This is an optimization exercise on Yosys and OpenROAD, whose aim is small area, not a production implementation.
Function was checked by simulation only, so behaviour that the tests miss may differ from the original.
Power is estimated from default activity; no workload was simulated.

==> flow/design.v <==
module FSM_MSI_CPU_requests_controller(
	input valid, modified, hit, write,
	output write_back,
	output modified_next
	);
	assign write_back = valid & modified & ~hit;
	assign modified_next = write | (modified & hit);
endmodule
module FSM_MSI_BUS_requests_controller(
	input valid, modified, tag_match,
	input bus_write, bus_hit, bus_own_m,
	output write_back, supply, match,
	output valid_next, modified_next
	);
	wire own_m = valid & modified;
	assign write_back = own_m & ~bus_hit;            
	assign supply = write_back & tag_match;
	assign match = valid & tag_match;
	assign valid_next = ~(bus_write & (~bus_hit | (~modified & ~bus_own_m)));
	assign modified_next = modified & bus_hit;
endmodule
module cache_directlyMapped_32x21bits(
	input clk, rst,
	input write,
	input [15:0] write_data,
	input [8:0] mem_address,
	input [15:0] mem_data_delivery,
	input bus_write,
	input [8:0] bus_address,
	input bus_hit,               
	input bus_own_m,             
	input bus_data_found,        
	input [15:0] bus_data_delivery,
	output hit, own_m,
	output [15:0] data_out_cpu,
	output cpu_write_back, bus_write_back,
	output [8:0] address_out_mem_cpu, address_out_mem_bus,
	output [15:0] data_out_mem_cpu, data_out_mem_bus,
	output supply
	);
	reg        v  [0:31];
	reg        m  [0:31];
	reg [3:0]  tg [0:31];
	reg [15:0] dt [0:31];
	wire [4:0] idx = mem_address[4:0];
	wire [3:0] tag = mem_address[8:5];
	wire [4:0] bidx = bus_address[4:0];
	wire [3:0] btag = bus_address[8:5];
	wire [31:0] csel = 32'd1 << idx;
	wire [31:0] bsel = 32'd1 << bidx;
	wire [31:0] col [0:21];    
	genvar g, gb;
	generate for (g = 0; g < 32; g = g + 1) begin : rd
		assign col[0][g] = v[g];
		assign col[1][g] = m[g];
		for (gb = 0; gb < 4; gb = gb + 1) begin : t
			assign col[2 + gb][g] = tg[g][gb];
		end
		for (gb = 0; gb < 16; gb = gb + 1) begin : d
			assign col[6 + gb][g] = dt[g][gb];
		end
	end endgenerate
	wire [21:0] c_line, b_line;
	generate for (gb = 0; gb < 22; gb = gb + 1) begin : sel
		line_select32 c_sel(.sel(csel), .d(col[gb]), .q(c_line[gb]));
		line_select32 b_sel(.sel(bsel), .d(col[gb]), .q(b_line[gb]));
	end endgenerate
	wire        c_v = c_line[0], c_m = c_line[1];
	wire        b_v = b_line[0], b_m = b_line[1];
	wire [3:0]  c_tg = c_line[5:2], b_tg = b_line[5:2];
	wire [15:0] c_dt = c_line[21:6], b_dt = b_line[21:6];
	assign hit = c_v & (c_tg == tag);
	assign own_m = c_v & c_m;
	wire c_m_next, b_v_next, b_m_next, b_match;
	FSM_MSI_CPU_requests_controller _CTRL_R_(
		.valid(c_v), .modified(c_m), .hit(hit), .write(write),
		.write_back(cpu_write_back), .modified_next(c_m_next));
	FSM_MSI_BUS_requests_controller _CTRL_B_(
		.valid(b_v), .modified(b_m), .tag_match(b_tg == btag),
		.bus_write(bus_write), .bus_hit(bus_hit), .bus_own_m(bus_own_m),
		.write_back(bus_write_back), .supply(supply), .match(b_match),
		.valid_next(b_v_next), .modified_next(b_m_next));
	assign data_out_cpu = hit ? c_dt : (bus_data_found ? bus_data_delivery : mem_data_delivery);
	wire [15:0] d_next = write ? write_data : data_out_cpu;
	assign address_out_mem_cpu = {c_tg, idx};
	assign address_out_mem_bus = {b_tg, bidx};
	assign data_out_mem_cpu = c_dt;
	assign data_out_mem_bus = b_dt;
	integer i;
	always @(posedge clk) begin
		if (rst) begin
			for (i = 0; i < 32; i = i + 1)
				v[i] <= 1'b0;
		end else begin
			v[idx] <= 1'b1;
			if (b_match)
				v[bidx] <= b_v_next;    
		end
		m[idx] <= c_m_next;
		if (b_match)
			m[bidx] <= b_m_next;
		tg[idx] <= tag;
		dt[idx] <= d_next;
	end
endmodule
module line_select32(
	input [31:0] sel,
	input [31:0] d,
	output q
	);
	wire [10:0] n;
	genvar g;
	generate for (g = 0; g < 10; g = g + 1) begin : grp
		aoi222 a(.a1(sel[3*g]), .a2(d[3*g]), .b1(sel[3*g+1]), .b2(d[3*g+1]),
		         .c1(sel[3*g+2]), .c2(d[3*g+2]), .y(n[g]));
	end endgenerate
	aoi22 last(.a1(sel[30]), .a2(d[30]), .b1(sel[31]), .b2(d[31]), .y(n[10]));
	assign q = ~&n;
endmodule
module aoi222(input a1, a2, b1, b2, c1, c2, output y);
	assign y = ~((a1 & a2) | (b1 & b2) | (c1 & c2));
endmodule
module aoi22(input a1, a2, b1, b2, output y);
	assign y = ~((a1 & a2) | (b1 & b2));
endmodule
module msi_main(
	input clk,
	input rst,
	input core1_write,
	input [8:0] core1_mem_adress,
	input [15:0] core1_write_data,
	input core2_write,
	input [8:0] core2_mem_adress,
	input [15:0] core2_write_data,
	input [15:0] mem_readed1, mem_readed2,
	output [15:0] cache1_data_out_cpu, cache2_data_out_cpu,
	output cache1_write_back_cpu, cache1_write_back_bus, cache2_write_back_cpu, cache2_write_back_bus,
	output [8:0] cache1_address_out_mem_cpu, cache1_address_out_mem_bus, cache2_address_out_mem_cpu, cache2_address_out_mem_bus,
	output [15:0] cache1_data_out_mem_cpu, cache1_data_out_mem_bus, cache2_data_out_mem_cpu, cache2_data_out_mem_bus
);
	wire c1_hit, c2_hit, c1_own_m, c2_own_m;
	wire c1_supply, c2_supply;
	wire [15:0] c1_bus_data, c2_bus_data;
	cache_directlyMapped_32x21bits _CORE1_CACHE_(
		.clk(clk), .rst(rst),
		.write(core1_write), .write_data(core1_write_data), .mem_address(core1_mem_adress),
		.mem_data_delivery(mem_readed1),
		.bus_write(core2_write), .bus_address(core2_mem_adress),
		.bus_hit(c2_hit), .bus_own_m(c2_own_m),
		.bus_data_found(c2_supply), .bus_data_delivery(c2_bus_data),
		.hit(c1_hit), .own_m(c1_own_m),
		.data_out_cpu(cache1_data_out_cpu),
		.cpu_write_back(cache1_write_back_cpu), .bus_write_back(cache1_write_back_bus),
		.address_out_mem_cpu(cache1_address_out_mem_cpu), .address_out_mem_bus(cache1_address_out_mem_bus),
		.data_out_mem_cpu(cache1_data_out_mem_cpu), .data_out_mem_bus(c1_bus_data),
		.supply(c1_supply)
	);
	cache_directlyMapped_32x21bits _CORE2_CACHE_(
		.clk(clk), .rst(rst),
		.write(core2_write), .write_data(core2_write_data), .mem_address(core2_mem_adress),
		.mem_data_delivery(mem_readed2),
		.bus_write(core1_write), .bus_address(core1_mem_adress),
		.bus_hit(c1_hit), .bus_own_m(c1_own_m),
		.bus_data_found(c1_supply), .bus_data_delivery(c1_bus_data),
		.hit(c2_hit), .own_m(c2_own_m),
		.data_out_cpu(cache2_data_out_cpu),
		.cpu_write_back(cache2_write_back_cpu), .bus_write_back(cache2_write_back_bus),
		.address_out_mem_cpu(cache2_address_out_mem_cpu), .address_out_mem_bus(cache2_address_out_mem_bus),
		.data_out_mem_cpu(cache2_data_out_mem_cpu), .data_out_mem_bus(c2_bus_data),
		.supply(c2_supply)
	);
	assign cache1_data_out_mem_bus = c1_bus_data;
	assign cache2_data_out_mem_bus = c2_bus_data;
endmodule
==> flow/flow/run.sh <==
#!/bin/bash
# Own layout flow: the standard ORFS flow (standard synthesis unchanged), with
#  - the port buffers made with a small buffer instead of the default delay cell,
#  - clock tree synthesis with small (clkbuf_4) clock buffers and no dummy loads.
# Make output goes to standard.log here; every ORFS step keeps its own log under orfs/logs/.
set -euo pipefail
export BUFFER_PORTS_ARGS="-buffer_cell sky130_fd_sc_hd__buf_2"
export CTS_ARGS="-sink_clustering_enable -repair_clock_nets -dont_use_dummy_load -buf_list sky130_fd_sc_hd__clkbuf_4 -sink_clustering_size 10 -sink_clustering_max_diameter 40"
bash standard.sh > standard.log 2>&1
==> flow/standard.sh <==
#!/bin/bash
# synth_recipe.tcl (not shown) runs the flow's synth.tcl, then flattens the netlist and writes it again
# the make line also repeats each setting of config.mk as NAME=value (left out here)
make -C /OpenROAD-flow-scripts/flow DESIGN_CONFIG=/design/flow/config.mk WORK_HOME=/design/flow/orfs CLKGATE_MAP_FILE= SYNTH_SCRIPT=/design/flow/synth_recipe.tcl "${@:-finish}"
==> flow/config.mk <==
export PLATFORM = sky130hd
export DESIGN_NAME = msi_main
export DESIGN_NICKNAME = msi_main
export VERILOG_FILES = /design/flow/design.v
export SDC_FILE = /design/flow/constraint.sdc
export NUM_CORES = 4
export LEC_CHECK = 0
export CAP_MARGIN = 20
export CORE_MARGIN = 2
export CORE_UTILIZATION = 30
export PLACE_DENSITY = 0.45
export SETUP_SLACK_MARGIN = 0.1
export SLEW_MARGIN = 20
export SYNTH_HIERARCHICAL = 1
export SYNTH_MINIMUM_KEEP_SIZE = 0
==> flow/constraint.sdc <==
create_clock -name core_clock -period 9.0 [get_ports {clk}]
set_input_delay 1.8000 -clock core_clock [delete_from_list [all_inputs] [get_ports {clk}]]
set_output_delay 1.8000 -clock core_clock [all_outputs]
set_load 0.01 [all_outputs]
==> impl_metrics.tcl, run 1 <==
set metrics [dict create \
    hold_path_end "_CORE2_CACHE_.v[21]" \
    remaining_drc_errors 0 \
    power.ir.vdd_worst_mv 0.140 \
    yosys.area_share.simple_pct 8.00 \
    p_leak_nw 20.8 \
    worst-endpoint-arrival_ns 6.88 \
    via_count 46204 \
    yosysWarningCount 7 \
    start_kind "primary input" \
    finalHoldViolCount 0 \
    synthesis.area_mm2 0.0594 \
    antenna_violating_nets_post_route 0 \
    worstPathRequired_ns 7.20 \
    main_combinational_cell_family_by_area_after_synthesis "compound AO/OA/AOI/OAI gates" \
    syn_inst 3732 \
    detail_route.vias_per_cell 6.57 \
    setup_viol_count_final 0 \
    synth.mux.area_fraction_pct 1.21 \
    groute.usage.overall_pct 25.4 \
    postLayoutCoreUtil_pct 34.6 \
    cts_repair_resize_count 0 \
    share_comb_of_total_power_pct 10.9 \
    net_switching_power_of_the_design_mw 3.23 \
    htree_num_levels 4 \
    post-synth-top-count-cell "sky130_fd_sc_hd__edfxtp_1" \
    yosys-top-cells-count "sky130_fd_sc_hd__edfxtp_1 (1344), sky130_fd_sc_hd__a222oi_1 (880), sky130_fd_sc_hd__nor2_1 (284)" \
    fp.coreArea_mm2 0.197 \
    maxSlewHeadroom_pct 24.2 \
    netlist-cell-type-count 43 \
    worstSetupEndpointType "primary output" \
    initial_core_util_pct 30.1 \
    critical_path.cell_chain "buf_2, nand2b_1, nor2_2, buf_4, a222oi_1, nand4_1, or3_1, xor2_1, nor4_1, buf_4, nor3b_4, buf_4, nor2b_1, a221oi_1, nor2_1, buf_2" \
    final_layout_size_suffix_gt1_share_pct 26.4 \
    grt.overflow.total 0 \
    rr_worst_depth 11 \
    cts_hold_buffers 0 \
    regToRegEndpoint "_CORE1_CACHE_.dt[21][9]" \
    rr_startpoint "_CORE2_CACHE_.tg[3][3]" \
    synth_edf_count 1344 \
    whs_path_depth 2 \
    clock_tree_from_tritoncts "done" \
    p_sw_share_pct 27.1 \
    maxCapViolations 0 \
    seq_area_frac_synth_pct 70.1 \
    clkTransAtPathRegs_ns 0.07 \
    wl_um 267000 \
    area_delta_synth_final_pct 14.8 \
    asyncSetResetFlopFracSynth_pct 0 \
    yosys_register_bits 1408 \
    clock_latency_ns 1.36 \
    number_of_nets_in_the_final_layout 4421 \
    totalNegativeSetupSlack_ns 0 \
    cts.path.max_buffers 3 \
    grt_max_degree 65 \
    maxSlewViolCount 0 \
    post_drt_wl_per_cell_um 38.0 \
    max_freq_ghz 0.115 \
    portBuffers 221 \
    cts.sink_count 1408 \
    synth_largest_area_cell "sky130_fd_sc_hd__edfxtp_1" \
    r2r_setup_slack_ns 4.18 \
    first_pass_iters 11 \
    synthFlopType "sky130_fd_sc_hd__edfxtp_1" \
    pin_count 222 \
    post-route-min-period_ns 8.68 \
    hold_class "reg2reg" \
    worst_path_most_repeated_cell "sky130_fd_sc_hd__buf_4" \
    synthXorXnorAreaFrac_pct 0.236 \
    mapped_nets 3818 \
    grt_pass1_vias 43697 \
    min-delay-start "_CORE2_CACHE_.v[21]" \
    power.clock.fraction_pct 27.5 \
    die-width_um 449 \
    unrepaired_setup_endpoints_after_global_routing "false" \
    critPathSlowestCell "sky130_fd_sc_hd__nand2b_1" \
    die_h_um 449 \
    cts_buffers 214 \
    power_per_cell_area_mw_per_mm2 175 \
    max_stage_delay_ns 0.68 \
    grt_first_pass_wirelength_um 360000 \
    synthesis.area_per_instance_um2 15.9 \
    result_of_the_run "complete, no violations" \
    dp_hpwl_um 182000 \
    placement_rows 163 \
    layout_worst_path_cycle_share_pct 96.4 \
    p_seq_share_pct 61.6 \
    clock_root_buffer "sky130_fd_sc_hd__clkbuf_4" \
    cts_setup_buffers 0 \
    worstMarginPinSlew_ns 1.14 \
    internal_power_mw 8.68 \
    area_share_of_the_largest_cell_type_after_synthesis_pct 68.0 \
    post_synth_main_area_contributors "sky130_fd_sc_hd__edfxtp_1 (68%), sky130_fd_sc_hd__a222oi_1 (15%), sky130_fd_sc_hd__dfxtp_1 (2.2%)" \
    globalplace.congestion 0.931 \
    synth-compound-area-share_pct 19.3 \
    first_iter_violations 9966 \
    path_class "in2out" \
    synth_adder_area_share_pct 0 \
    antenna_found_initial 59 \
    dieArea_mm2 0.202 \
    worstPathMaxFanout 24 \
    timing.clock.skew_ns 0.163 \
]
[sequential cells by signal, indices dropped and copies added (netlist names)]
signal            flops
_CORE1_CACHE_.dt    512
_CORE2_CACHE_.dt    512
_CORE1_CACHE_.tg    128
_CORE2_CACHE_.tg    128
_CORE1_CACHE_.m      32
_CORE1_CACHE_.v      32
_CORE2_CACHE_.m      32
_CORE2_CACHE_.v      32
[layer usage]
layer	wire [µm]	track usage, %	vias to the layer above
li1	-	-	18666
met1	101000	33.0	23707
met2	119000	38.8	3241
met3	28700	5.84	558
met4	17300	14.9	32
met5	178	0	-
[how the worst max path moves through the flow]
stage / cells after the start / startpoint / endpoint / slack [ns]
6_report: 16 / core1_mem_adress[1] / cache1_data_out_cpu[3] / 0.32
5_1_grt: 16 / core1_mem_adress[1] / cache1_data_out_cpu[8] / 0.16
4_1_cts: 16 / core1_mem_adress[4] / cache1_data_out_cpu[3] / 0.29
3_5_place_dp: 16 / core1_mem_adress[4] / cache1_data_out_cpu[3] / 0.31
3_3_place_gp: 16 / core1_mem_adress[4] / cache1_data_out_cpu[8] / 0.36
2_1_floorplan: 16 / core1_mem_adress[1] / cache1_data_out_cpu[0] / 1.30
[Yosys stat by module, one instance, submodules excluded, a selection]
module | cells | flops+latches | copies in the design
aoi222 | 1 | 0 | 880
line_select32 | 4 | 0 | 88
aoi22 | 1 | 0 | 88
FSM_MSI_CPU_requests_controller | 2 | 0 | 2
FSM_MSI_BUS_requests_controller | 7 | 0 | 2
cache_directlyMapped_32x21bits | 1197 | 704 | 2
[per-stage QoR]
stage | worst slack, ns | total power, mW | instance area, µm² | std cells | hold WS, ns
after floorplan | 1.30 | 7.98 | 59400 | 3732 | 0.486
after global placement | 0.363 | 8.77 | 66400 | 6759 | 0.508
after detailed placement | 0.315 | 8.78 | 66400 | 6759 | 0.516
after CTS | 0.291 | 12.0 | 68000 | 6973 | 0.527
after global routing | 0.161 | 12.3 | 68100 | 7017 | 0.564
final | 0.322 | 11.9 | 68200 | 7032 | 0.530
[kinds of logic after synthesis]
family          Yosys count
flops                  1408
compound gates         1196
simple gates            908
buf+inv                 140
mux                      64
xor+xnor                 16
[power by group through the flow]
stage	logic (mW)	clock network, mW	registers, mW
2_1_floorplan	0.491	0	7.49
3_3_place_gp	1.28	0	7.49
3_5_place_dp	1.28	0	7.49
4_1_cts	1.28	3.35	7.34
5_1_grt	1.32	3.58	7.35
6_report	1.29	3.28	7.35
[layout make-up]
| cell class | instances | area (µm²) |
|---|---|---|
| Fill cell | 19182 | 129000 |
| Sequential cell | 1408 | 41600 |
| Multi-Input combinational cell | 2184 | 18000 |
| Timing Repair Buffer | 527 | 3420 |
| Tap cell | 2640 | 3300 |
| Clock buffer | 214 | 1610 |
| Antenna cell | 59 | 148 |
[layout by cell type, fill, tap and decap left out, drive strengths merged]
cell / n
a211oi: 8
a21o: 2
a21oi: 32
a221oi: 32
a222oi: 880
a22oi: 88
and2: 8
and3: 4
and3b: 6
buf: 527
clkbuf: 214
dfxtp: 64
diode: 59
edfxtp: 1344
mux2: 64
nand2: 76
nand2b: 16
nand3: 128
nand3b: 16
nand4: 176
nor2: 294
nor2b: 32
nor3: 34
nor3b: 10
nor4: 2
o21ai: 74
o22ai: 24
o31ai: 32
o32ai: 24
or2: 4
or3: 92
or3b: 10
xnor2: 8
xor2: 8
[worst max-delay path: cells and delay by family]
family / cells / cell delay [ns]
AO/OA/AOI/OAI: 2 / 1.01
buffers and inverters: 5 / 1.31
AND/OR/NAND/NOR: 8 / 2.52
XOR/XNOR: 1 / 0.17
==> run 2: changes to the inputs <==
--- a/flow/config.mk
+++ b/flow/config.mk
@@ -9,4 +9,4 @@
 export CORE_MARGIN = 2
-export CORE_UTILIZATION = 30
-export PLACE_DENSITY = 0.45
+export CORE_UTILIZATION = 40
+export PLACE_DENSITY = 0.55
 export SETUP_SLACK_MARGIN = 0.1
==> run 2 against run 1 <==
Setup slack lost 0.026 ns. Sequential share of layout area is 1.1 points higher. Critical endpoint is now cache1_data_out_cpu[1]. Critical path depth fell by 1. Cell area decreased by 1.7%. Global-route usage grew 6.5 points. Synthesized cell count unchanged. Combinational power about the same.
==> impl_metrics.tcl, run 2 <==
set metrics [dict create \
    result_of_the_run "complete, no violations" \
    maxCapViolations 0 \
    yosys-top-cells-count "sky130_fd_sc_hd__edfxtp_1 (1344), sky130_fd_sc_hd__a222oi_1 (880), sky130_fd_sc_hd__nor2_1 (284)" \
    hold_class "reg2reg" \
    cts_hold_buffers 0 \
    post_synth_main_area_contributors "sky130_fd_sc_hd__edfxtp_1 (68%), sky130_fd_sc_hd__a222oi_1 (15%), sky130_fd_sc_hd__dfxtp_1 (2.2%)" \
    unrepaired_setup_endpoints_after_global_routing "false" \
    fp.coreArea_mm2 0.148 \
    portBuffers 221 \
    post_drt_wl_per_cell_um 40.0 \
    yosysWarningCount 7 \
    final_layout_size_suffix_gt1_share_pct 25.9 \
    die_h_um 389 \
    totalNegativeSetupSlack_ns 0 \
    p_leak_nw 20.7 \
    via_count 46935 \
    power_per_cell_area_mw_per_mm2 175 \
    maxSlewViolCount 0 \
    detail_route.vias_per_cell 7.50 \
    fill_cells 12888 \
    clock_latency_ns 1.29 \
    synthFlopType "sky130_fd_sc_hd__edfxtp_1" \
    dieArea_mm2 0.152 \
    mostFrequentLayoutCells "sky130_fd_sc_hd__edfxtp_1 (1344), sky130_fd_sc_hd__a222oi_1 (880), sky130_fd_sc_hd__buf_4 (304)" \
    globalplace.congestion 0.976 \
    worstSetupEndpointType "primary output" \
    post-route-min-period_ns 8.70 \
    pin_count 222 \
    die-width_um 389 \
    asyncSetResetFlopFracSynth_pct 0 \
    grt_first_pass_wirelength_um 341000 \
    grt_pass1_vias 43641 \
    maxSlewHeadroom_pct 26.3 \
    leading_cell_type_in_the_layout_fill_and_taps_excluded "sky130_fd_sc_hd__edfxtp_1" \
    groute.usage.overall_pct 31.9 \
    clock_root_buffer "sky130_fd_sc_hd__clkbuf_4" \
    seq_area_frac_synth_pct 70.1 \
    top_regs "_CORE1_CACHE_.dt x512, _CORE2_CACHE_.dt x512" \
    worst-endpoint-arrival_ns 6.90 \
    synthesis.area_per_instance_um2 15.9 \
    cts.path.max_buffers 3 \
    cts_setup_buffers 0 \
    grt_max_degree 65 \
    antenna_violating_nets_post_route 0 \
    cts.sink_count 1408 \
    worstPathRequired_ns 7.20 \
    initial_core_util_pct 40.2 \
    worstPathMaxFanout 32 \
    wl_um 250000 \
    cts_buffers 190 \
    max_freq_ghz 0.115 \
    area_share_of_the_largest_cell_type_after_synthesis_pct 68.0 \
    clock_tree_from_tritoncts "done" \
    layout_worst_path_cycle_share_pct 96.7 \
    clkTransAtPathRegs_ns 0.07 \
    number_of_nets_in_the_final_layout 4398 \
    worstMarginPinSlew_ns 1.10 \
    cts_repair_resize_count 0 \
    grt.overflow.total 0 \
    syn_inst 3732 \
    start_kind "primary input" \
    fin_total_pwr_mw 11.7 \
    synth_largest_area_cell "sky130_fd_sc_hd__edfxtp_1" \
    setup_viol_count_final 0 \
    finalHoldViolCount 0 \
    synthesis.area_mm2 0.0594 \
    yosys_register_bits 1408 \
    timing.clock.skew_ns 0.155 \
    dp_hpwl_um 166000 \
    antenna_found_initial 57 \
    path_class "in2out" \
    mapped_nets 3818 \
    power.ir.vdd_worst_mv 0.124 \
    placement_rows 141 \
    first_iter_violations 12483 \
    post-synth-top-count-cell "sky130_fd_sc_hd__edfxtp_1" \
    area_delta_synth_final_pct 12.8 \
    synth_edf_count 1344 \
    netlist-cell-type-count 43 \
    htree_num_levels 4 \
    first_pass_iters 13 \
    remaining_drc_errors 0 \
]
[run 2: cell families after synthesis]
kind of cell	count (synthesis)	synth area share [%]
xor gates and xnor gates	16	0.236
and+or+nand+nor	908	8.00
muxes	64	1.21
DFF	1408	70.1
buffers and inverters	140	1.18
AOI/OAI and AO/OA	1196	19.3
[run 2: layer usage]
metal  vias up  track usage, %  share of wire (%)
li1      18551               -                  -
met1     23498            44.6                 38
met2      4301            45.6                 42
met3       565            9.66                 15
met4        20            14.2                4.8
met5         -               0              0.046
[run 2: critical path: stages]
cell and delay (ns):
sky130_fd_sc_hd__buf_2 0.51, sky130_fd_sc_hd__or3_1 0.63, sky130_fd_sc_hd__nor2_2 0.15, sky130_fd_sc_hd__buf_4 0.31, sky130_fd_sc_hd__a222oi_1 0.41, sky130_fd_sc_hd__nand4_1 0.36
sky130_fd_sc_hd__or3_1 0.51, sky130_fd_sc_hd__xnor2_1 0.19, sky130_fd_sc_hd__nand3_1 0.26, sky130_fd_sc_hd__nor2_1 0.50, sky130_fd_sc_hd__nor3b_4 0.12, sky130_fd_sc_hd__buf_4 0.27
sky130_fd_sc_hd__a221oi_1 0.53, sky130_fd_sc_hd__nor2_1 0.10, sky130_fd_sc_hd__buf_2 0.16
[run 2: path summary, 6_finish.rpt]
| kind | cells after the start | from | slack, ns | endpoint |
|---|---|---|---|---|
| setup / recovery | 15 | core1_mem_adress[3] | 0.30 | cache1_data_out_cpu[1] |
| hold reg to reg | 2 | _CORE2_CACHE_.v[28] | 0.54 | _CORE2_CACHE_.v[28] |
| hold / removal | 2 | _CORE2_CACHE_.v[28] | 0.54 | _CORE2_CACHE_.v[28] |
| setup reg to reg | 10 | _CORE2_CACHE_.tg[20][1] | 4.22 | _CORE1_CACHE_.dt[2][2] |
[run 2: report_power, final]
part | switching [mW] | internal [mW] | leakage [nW]
registers | 0.0454 | 7.30 | 12.7
logic | 0.967 | 0.306 | 7.11
clock network | 2.13 | 0.962 | 0.874
total | 3.14 | 8.57 | 20.7
[run 2: area by class of cell]
cell class / count / area (µm²) / share of cell area, %
flip-flops and latches: 1408 / 41600 / 62.2
clock buffers: 190 / 1430 / 2.13
multi-input cells: 2184 / 18000 / 26.9
diodes: 21 / 52.6 / 0.0785
repair buffers: 528 / 3440 / 5.14
well taps: 1930 / 2410 / 3.61
[run 2: per-module statistics from Yosys, one instance, submodules excluded, a selection]
module,cells inside,cell area [µm²],times used,flip-flops and latches
cache_directlyMapped_32x21bits,1197,23600,2,704
FSM_MSI_BUS_requests_controller,7,42.5,2,0
line_select32,4,23.8,88,0
FSM_MSI_CPU_requests_controller,2,17.5,2,0
aoi22,1,12.5,88,0
aoi222,1,10.0,880,0
[run 2: per-stage QoR]
step	area, µm²	instances	setup WS (ns)	util [%]	hold slack (ns)
6_report	67000	6261	0.296	45.4	0.538
5_1_grt	67000	6252	0.214	45.3	0.553
2_1_floorplan	59400	3732	1.30	-	0.486
3_5_place_dp	65500	6049	0.440	44.3	0.525
4_1_cts	66900	6239	0.416	45.3	0.533
3_3_place_gp	65500	6049	0.428	44.3	0.514
==> run 3: changes to the inputs <==
--- a/flow/config.mk
+++ b/flow/config.mk
@@ -9,4 +9,4 @@
 export CORE_MARGIN = 2
-export CORE_UTILIZATION = 40
-export PLACE_DENSITY = 0.55
+export CORE_UTILIZATION = 45
+export PLACE_DENSITY = 0.6
 export SETUP_SLACK_MARGIN = 0.1
==> run 3 against run 2 <==
Still clean. Count of clock-buffer cells in the layout down 5. Cell area down 0.66%. First-iteration DRC count down 1.6%. Fmax up 0.90%. Via count down 0.20%. Flip-flop and latch count unchanged. Non-clock buffer count down 20. Synthesized cell count unchanged. Critical endpoint is now cache1_data_out_cpu[12]. Largest power group unchanged.
==> impl_metrics.tcl, run 3 <==
set metrics [dict create \
    post-route-min-period_ns 8.63 \
    critical_path.cell_chain "buf_2, or3b_1, nor2_2, a222oi_1, nand4_1, or3_1, xnor2_1, nand3_1, nor2_1, nor3b_4, buf_4, a221oi_2, nor2_1, buf_2" \
    worstSetupEndpointType "primary output" \
    die-width_um 367 \
    pin_count 222 \
    mapped_nets 3818 \
    cts_setup_buffers 0 \
    htree_num_levels 4 \
    final_cell_count_no_fill 6047 \
    top_regs "_CORE1_CACHE_.dt x512, _CORE2_CACHE_.dt x512" \
    fp.coreArea_mm2 0.131 \
    max_freq_ghz 0.116 \
    p_sw_share_pct 26.2 \
    groute.usage.overall_pct 33.7 \
    result_of_the_run "complete, no violations" \
    power.ir.vdd_worst_mv 0.135 \
    clkTransAtPathRegs_ns 0.08 \
    clock_latency_ns 1.23 \
    final_layout_size_suffix_gt1_share_pct 25.5 \
    timing.clock.skew_ns 0.120 \
    worstPathMaxFanout 29 \
    maxSlewHeadroom_pct 23.5 \
    placement_rows 133 \
    first_iter_violations 12285 \
    die_h_um 367 \
    cp_num_buf_inv 3 \
    area_delta_synth_final_pct 12.0 \
    seq_area_frac_synth_pct 70.1 \
    area_share_of_the_largest_cell_type_after_synthesis_pct 68.0 \
    yosys_register_bits 1408 \
    via_count 46842 \
    leading_cell_type_in_the_layout_fill_and_taps_excluded "sky130_fd_sc_hd__edfxtp_1" \
    dieArea_mm2 0.135 \
    antenna_violating_nets_post_route 0 \
    totalNegativeSetupSlack_ns 0 \
    place_worst_setup_slack_ns 0.543 \
    syn_inst 3732 \
    first_pass_iters 14 \
    grt.overflow.total 0 \
    remaining_drc_errors 0 \
    postLayoutCoreUtil_pct 50.7 \
    yosys-top-cells-count "sky130_fd_sc_hd__edfxtp_1 (1344), sky130_fd_sc_hd__a222oi_1 (880), sky130_fd_sc_hd__nor2_1 (284)" \
    postPlaceCellArea_mm2 0.0651 \
    wl_um 236000 \
    worst-endpoint-arrival_ns 6.83 \
    placed_cells_incl_taps 5855 \
    worstMarginPinSlew_ns 1.14 \
    synthesis.area_mm2 0.0594 \
    post_synth_main_area_contributors "sky130_fd_sc_hd__edfxtp_1 (68%), sky130_fd_sc_hd__a222oi_1 (15%), sky130_fd_sc_hd__dfxtp_1 (2.2%)" \
    asyncSetResetFlopFracSynth_pct 0 \
    power_per_cell_area_mw_per_mm2 174 \
    hold_class "reg2reg" \
    post-synth-top-count-cell "sky130_fd_sc_hd__edfxtp_1" \
    finalHoldViolCount 0 \
    synth_edf_count 1344 \
    timing.critical_path.max_delay_family "simple AND/OR/NAND/NOR gates" \
    mostFrequentLayoutCells "sky130_fd_sc_hd__edfxtp_1 (1344), sky130_fd_sc_hd__a222oi_1 (880), sky130_fd_sc_hd__buf_4 (283)" \
    critPathSlowestCell "sky130_fd_sc_hd__a221oi_2" \
    start_kind "primary input" \
    clock_tree_from_tritoncts "done" \
    net_switching_power_of_the_design_mw 3.03 \
    synthesis.area_per_instance_um2 15.9 \
    grt_max_degree 65 \
    number_of_nets_in_the_final_layout 4373 \
    synth_largest_area_cell "sky130_fd_sc_hd__edfxtp_1" \
    fin_hold_ws_ns 0.538 \
    post_route_setup_slack_ns 0.373 \
    p_leak_nw 20.6 \
    dp_hpwl_um 157000 \
    synthFlopType "sky130_fd_sc_hd__edfxtp_1" \
    layout_worst_path_cycle_share_pct 95.9 \
    yosysWarningCount 7 \
    fin_total_pwr_mw 11.6 \
    globalplace.congestion 0.956 \
    worstPathRequired_ns 7.20 \
    cts.sink_count 1408 \
    clock_root_buffer "sky130_fd_sc_hd__clkbuf_4" \
    grt_first_pass_wirelength_um 325000 \
    setup_viol_count_final 0 \
    max_stage_delay_ns 0.81 \
    grt_pass1_vias 43667 \
    cts_buffers 185 \
    post_drt_wl_per_cell_um 39.0 \
    antenna_found_initial 21 \
    detail_route.vias_per_cell 7.75 \
    p_seq_share_pct 63.5 \
    initial_core_util_pct 45.2 \
    fin_area_mm2 0.0665 \
    maxSlewViolCount 0 \
    portBuffers 221 \
    internal_power_mw 8.54 \
    path_class "in2out" \
    cts.path.max_buffers 3 \
    unrepaired_setup_endpoints_after_global_routing "false" \
    maxCapViolations 0 \
    netlist-cell-type-count 43 \
    share_comb_of_total_power_pct 10.4 \
    cts_hold_buffers 0 \
    cts_repair_resize_count 0 \
    power.clock.fraction_pct 26.0 \
]
run 3: changes by cell type in the layout (fill, tap and decap cells not counted):
cell / change
sky130_fd_sc_hd__buf_12: -1
sky130_fd_sc_hd__buf_4: -21
sky130_fd_sc_hd__buf_6: +1
sky130_fd_sc_hd__buf_8: +1
sky130_fd_sc_hd__clkbuf_4: -5
sky130_fd_sc_hd__diode_2: -14
run 3: power by group through the flow:
stage          Sequential [mW]  Clock, mW  Combinational, mW
2_1_floorplan             7.49          0              0.491
4_1_cts                   7.34       3.03               1.17
5_1_grt                   7.35       3.27               1.23
6_report                  7.35       3.01               1.21
3_5_place_dp              7.49          0               1.16
3_3_place_gp              7.49          0               1.15
run 3: Yosys stat by module (local to each module, per instance), excerpt:
module	area, µm²	copies in the design
FSM_MSI_CPU_requests_controller	17.5	2
aoi22	12.5	88
cache_directlyMapped_32x21bits	23600	2
FSM_MSI_BUS_requests_controller	42.5	2
aoi222	10.0	880
line_select32	23.8	88
run 3: final cells by class:
cell class | count | area [µm²]
fill | 11018 | 64800
sequential | 1408 | 41600
timing repair buffer | 508 | 3290
clock buffer | 185 | 1390
tap | 1755 | 2200
multi-input combinational | 2184 | 18000
antenna | 7 | 17.5
run 3: kinds of logic (layout without fill, tap and decap cells):
logic type / Yosys count / count (layout) / synth area share (%)
AOI/OAI and AO/OA: 1196 / 1196 / 19.3
xor gates and xnor gates: 16 / 16 / 0.236
DFF: 1408 / 1408 / 70.1
other: 0 / 7 / 0
buffers and inverters: 140 / 693 / 1.18
muxes: 64 / 64 / 1.21
and+or+nand+nor: 908 / 908 / 8.00
run 3: final timing paths:
path                            from                       to  slack, ns  cells after the start
max reg2reg  _CORE2_CACHE_.tg[18][0]  _CORE1_CACHE_.dt[8][13]       4.26                     12
min reg2reg      _CORE1_CACHE_.v[28]      _CORE1_CACHE_.v[28]       0.54                      2
max              core1_mem_adress[0]  cache1_data_out_cpu[12]       0.37                     14
min              _CORE1_CACHE_.v[28]      _CORE1_CACHE_.v[28]       0.54                      2
run 3: layer usage:
layer | track usage [%] | up-vias | wire length [µm] | part of all wire, %
li1 | - | 18499 | - | -
met3 | 10.7 | 653 | 40600 | 17
met4 | 13.7 | 14 | 10700 | 4.5
met1 | 47.7 | 23091 | 85800 | 36
met2 | 47.9 | 4585 | 98400 | 42
met5 | 0.356 | - | 169 | 0.072
run 3: tightest hold or removal path, delay by kind of cell (launching register included):
family / cells / cell delay [ns]
AO/OA/AOI/OAI: 1 / 0.11
flip-flops: 1 / 0.33
AND/OR/NAND/NOR: 1 / 0.06
==> run 4: changes to the inputs <==
==> flow/flow/run.sh (replaced) <==
#!/bin/bash
# Own layout flow: the standard ORFS flow (standard synthesis unchanged), with
#  - the port buffers made with a small buffer instead of the default delay cell,
#  - clock tree synthesis with small clock buffers and no dummy loads.
# Make output goes to standard.log here; every ORFS step keeps its own log under orfs/logs/.
set -euo pipefail
export BUFFER_PORTS_ARGS="-buffer_cell sky130_fd_sc_hd__buf_2"
export CTS_ARGS="-sink_clustering_enable -repair_clock_nets -dont_use_dummy_load -buf_list sky130_fd_sc_hd__clkbuf_8 -sink_clustering_size 14 -sink_clustering_max_diameter 50"
bash standard.sh > standard.log 2>&1
--- a/flow/config.mk
+++ b/flow/config.mk
@@ -9,4 +9,4 @@
 export CORE_MARGIN = 2
-export CORE_UTILIZATION = 45
-export PLACE_DENSITY = 0.6
+export CORE_UTILIZATION = 30
+export PLACE_DENSITY = 0.45
 export SETUP_SLACK_MARGIN = 0.1
==> run 4 against run 3 <==
Still clean. Count of clock-buffer cells in the layout shrank 33. Sequential share of layout area shrank 1.9 points. Register-to-register slack gained 0.05 ns. Power grew 6.8%. Critical path depth grew 2. Synthesized area is the same. Non-clock buffer count grew 20. Combinational power grew 7%. Flip-flop and latch count is the same. Die area grew 49%. Clock skew shrank 0.027 ns. Cell count grew 15%. Largest power group unchanged.
==> impl_metrics.tcl, run 4 <==
set metrics [dict create \
    yosysWarningCount 7 \
    layout_worst_path_cycle_share_pct 96.2 \
    worstPathMaxFanout 24 \
    via_count 45823 \
    cts.sink_count 1408 \
    cts.path.max_buffers 3 \
    cts_buffers 152 \
    setup_viol_count_final 0 \
    htree_num_levels 4 \
    detail_route.vias_per_cell 6.59 \
    first_iter_violations 9658 \
    grt.overflow.total 0 \
    mostFrequentLayoutCells "sky130_fd_sc_hd__edfxtp_1 (1344), sky130_fd_sc_hd__a222oi_1 (880), sky130_fd_sc_hd__buf_4 (305)" \
    pin_count 222 \
    fp.coreArea_mm2 0.197 \
    synth_largest_area_cell "sky130_fd_sc_hd__edfxtp_1" \
    remaining_drc_errors 0 \
    top_regs "_CORE1_CACHE_.dt x512, _CORE2_CACHE_.dt x512" \
    antenna_found_initial 42 \
    maxCapViolations 0 \
    power.ir.vdd_worst_mv 0.166 \
    worstPathRequired_ns 7.20 \
    clkTransAtPathRegs_ns 0.05 \
    wl_um 267000 \
    synthesis.area_per_instance_um2 15.9 \
    area_delta_synth_final_pct 15.5 \
    grt_first_pass_wirelength_um 359000 \
    synth_edf_count 1344 \
    placement_rows 163 \
    clock_tree_from_tritoncts "done" \
    worst-endpoint-arrival_ns 6.86 \
    worstSetupEndpointType "primary output" \
    seq_area_frac_synth_pct 70.1 \
    post-synth-top-count-cell "sky130_fd_sc_hd__edfxtp_1" \
    netlist-cell-type-count 43 \
    timing.critical_path.from "core1_mem_adress[1]" \
    maxSlewViolCount 0 \
    clock_latency_ns 0.96 \
    cts_setup_buffers 0 \
    leading_cell_type_in_the_layout_fill_and_taps_excluded "sky130_fd_sc_hd__edfxtp_1" \
    fin_total_pwr_mw 12.4 \
    die-width_um 449 \
    synthFlopType "sky130_fd_sc_hd__edfxtp_1" \
    min-delay-start "_CORE1_CACHE_.v[27]" \
    groute.usage.overall_pct 25.4 \
    post_synth_main_area_contributors "sky130_fd_sc_hd__edfxtp_1 (68%), sky130_fd_sc_hd__a222oi_1 (15%), sky130_fd_sc_hd__dfxtp_1 (2.2%)" \
    asyncSetResetFlopFracSynth_pct 0 \
    first_pass_iters 12 \
    grt_max_degree 65 \
    die_h_um 449 \
    place_worst_setup_slack_ns 0.315 \
    timing.clock.skew_ns 0.0938 \
    yosys-top-cells-count "sky130_fd_sc_hd__edfxtp_1 (1344), sky130_fd_sc_hd__a222oi_1 (880), sky130_fd_sc_hd__nor2_1 (284)" \
    syn_inst 3732 \
    initial_core_util_pct 30.1 \
    synthesis.area_mm2 0.0594 \
    portBuffers 221 \
    grt_pass1_vias 43204 \
    worstMarginPinSlew_ns 1.17 \
    finalHoldViolCount 0 \
    p_leak_nw 20.9 \
    hold_class "reg2reg" \
    rr_startpoint "_CORE2_CACHE_.tg[3][0]" \
    dp_hpwl_um 182000 \
    area_share_of_the_largest_cell_type_after_synthesis_pct 68.0 \
    path_class "in2out" \
    clock_root_buffer "sky130_fd_sc_hd__clkbuf_8" \
    maxSlewHeadroom_pct 21.7 \
    max_freq_ghz 0.115 \
    post_drt_wl_per_cell_um 38.3 \
    globalplace.congestion 0.931 \
    start_kind "primary input" \
    antenna_violating_nets_post_route 0 \
    totalNegativeSetupSlack_ns 0 \
    post_route_setup_slack_ns 0.338 \
    unrepaired_setup_endpoints_after_global_routing "false" \
    dieArea_mm2 0.202 \
    power_per_cell_area_mw_per_mm2 180 \
    post-route-min-period_ns 8.66 \
    mapped_nets 3818 \
    number_of_nets_in_the_final_layout 4360 \
    yosys_register_bits 1408 \
    cts_hold_buffers 0 \
    result_of_the_run "complete, no violations" \
    cts_repair_resize_count 0 \
    final_layout_size_suffix_gt1_share_pct 25.3 \
]
==> run 4: power by group <==
group	leakage (nW)	switching, mW	total, mW	internal [mW]
registers	12.7	0.0444	7.35	7.30
logic	7.11	0.995	1.30	0.304
clock network	1.09	2.20	3.70	1.50
==> run 4: cell type report <==
class                      instances  area, µm²
multi-input combinational       2184      18000
tap                             2640       3300
timing repair buffer             528       3430
clock buffer                     152       2090
fill                           19037     128000
antenna                           45        113
sequential                      1408      41600
==> run 4: cells by family after synthesis <==
logic type / Yosys count / share of synthesized area [%]
AO/OA/AOI/OAI: 1196 / 19.3
AND/OR/NAND/NOR: 908 / 8.00
flip-flops: 1408 / 70.1
multiplexers: 64 / 1.21
XOR/XNOR: 16 / 0.236
buffers and inverters: 140 / 1.18
==> run 4: worst max-delay path, stage by stage <==
cell and delay (ns):
sky130_fd_sc_hd__buf_2 0.32, sky130_fd_sc_hd__nand2b_1 0.70, sky130_fd_sc_hd__nor2_2 0.21, sky130_fd_sc_hd__buf_4 0.30, sky130_fd_sc_hd__a222oi_1 0.53, sky130_fd_sc_hd__nand4_1 0.31, sky130_fd_sc_hd__or3_1 0.49, sky130_fd_sc_hd__xor2_1 0.17
sky130_fd_sc_hd__nor4_1 0.27, sky130_fd_sc_hd__buf_4 0.17, sky130_fd_sc_hd__nor3b_4 0.35, sky130_fd_sc_hd__buf_4 0.36, sky130_fd_sc_hd__nor2b_1 0.08, sky130_fd_sc_hd__a221oi_1 0.49, sky130_fd_sc_hd__nor2_1 0.08, sky130_fd_sc_hd__buf_2 0.16
==> run 4: per-module statistics from Yosys, one instance, submodules excluded, excerpt <==
module	cell area [µm²]	flip-flops and latches	cells inside
line_select32	23.8	0	4
aoi22	12.5	0	1
aoi222	10.0	0	1
cache_directlyMapped_32x21bits	23600	704	1197
FSM_MSI_BUS_requests_controller	42.5	0	7
FSM_MSI_CPU_requests_controller	17.5	0	2
==> run 4: metrics by stage <==
step	hold WS (ns)	utilization, %	cells	cell area (µm²)
global placement	0.508	33.7	6759	66400
detailed placement	0.516	33.7	6759	66400
floorplan	0.486	-	3732	59400
finish	0.527	34.8	6957	68600
global route	0.560	34.8	6942	68600
CTS	0.524	34.8	6911	68500
==> run 4: final timing paths <==
| kind | slack (ns) | endpoint | cells past startpoint |
|---|---|---|---|
| hold reg to reg | 0.53 | _CORE1_CACHE_.v[27] | 2 |
| setup reg to reg | 4.31 | _CORE1_CACHE_.dt[15][9] | 11 |
| setup / recovery | 0.34 | cache1_data_out_cpu[3] | 16 |
| hold / removal | 0.53 | _CORE1_CACHE_.v[27] | 2 |
==> run 4: routing by layer <==
metal	global-route usage, %	routed length (µm)
met1	33.3	103000
met2	39.2	119000
met3	5.33	27400
met4	13.5	16400
met5	0	174

[static timing again, ports no longer ideal]
In the flow no input, the clock included, has a driving cell. The finished layouts below were timed again as built, in two steps.
Step 1, drivers: a clkbuf_16 drives clk and a buf_2 each remaining input, both assumed.
Step 2, shift: input delay + t, output delay - t, t = (earliest + latest rising clock arrival at the registers) / 2. This alone moves slack from input paths to output paths.
a / b / c = ideal ports / drivers / drivers and shift; a / b = the first two.
| run | t, ns | setup WS [ns] | worst hold slack (ns) | worst setup path at the end | cell pins on the clock port's net |
|---|---|---|---|---|---|
| run 1 | 1.357 | 0.322 / 0.290 / 0.290 | 0.530 / 0.530 / 0.530 | input to output | 1 |
| run 2 | 1.295 | 0.296 / 0.203 / 0.203 | 0.538 / 0.538 / 0.538 | input to output | 1 |
| run 3 | 1.252 | 0.373 / 0.349 / 0.350 | 0.538 / 0.538 / 0.538 | input to output | 1 |
| run 4 | 0.992 | 0.338 / 0.268 / 0.268 | 0.527 / 0.527 / 0.527 | input to output | 1 |
After both steps every run listed still meets setup and hold. For run 2, which loses most, drivers alone change the setup slack by -0.093 ns; drivers and shift together by -0.093 ns.
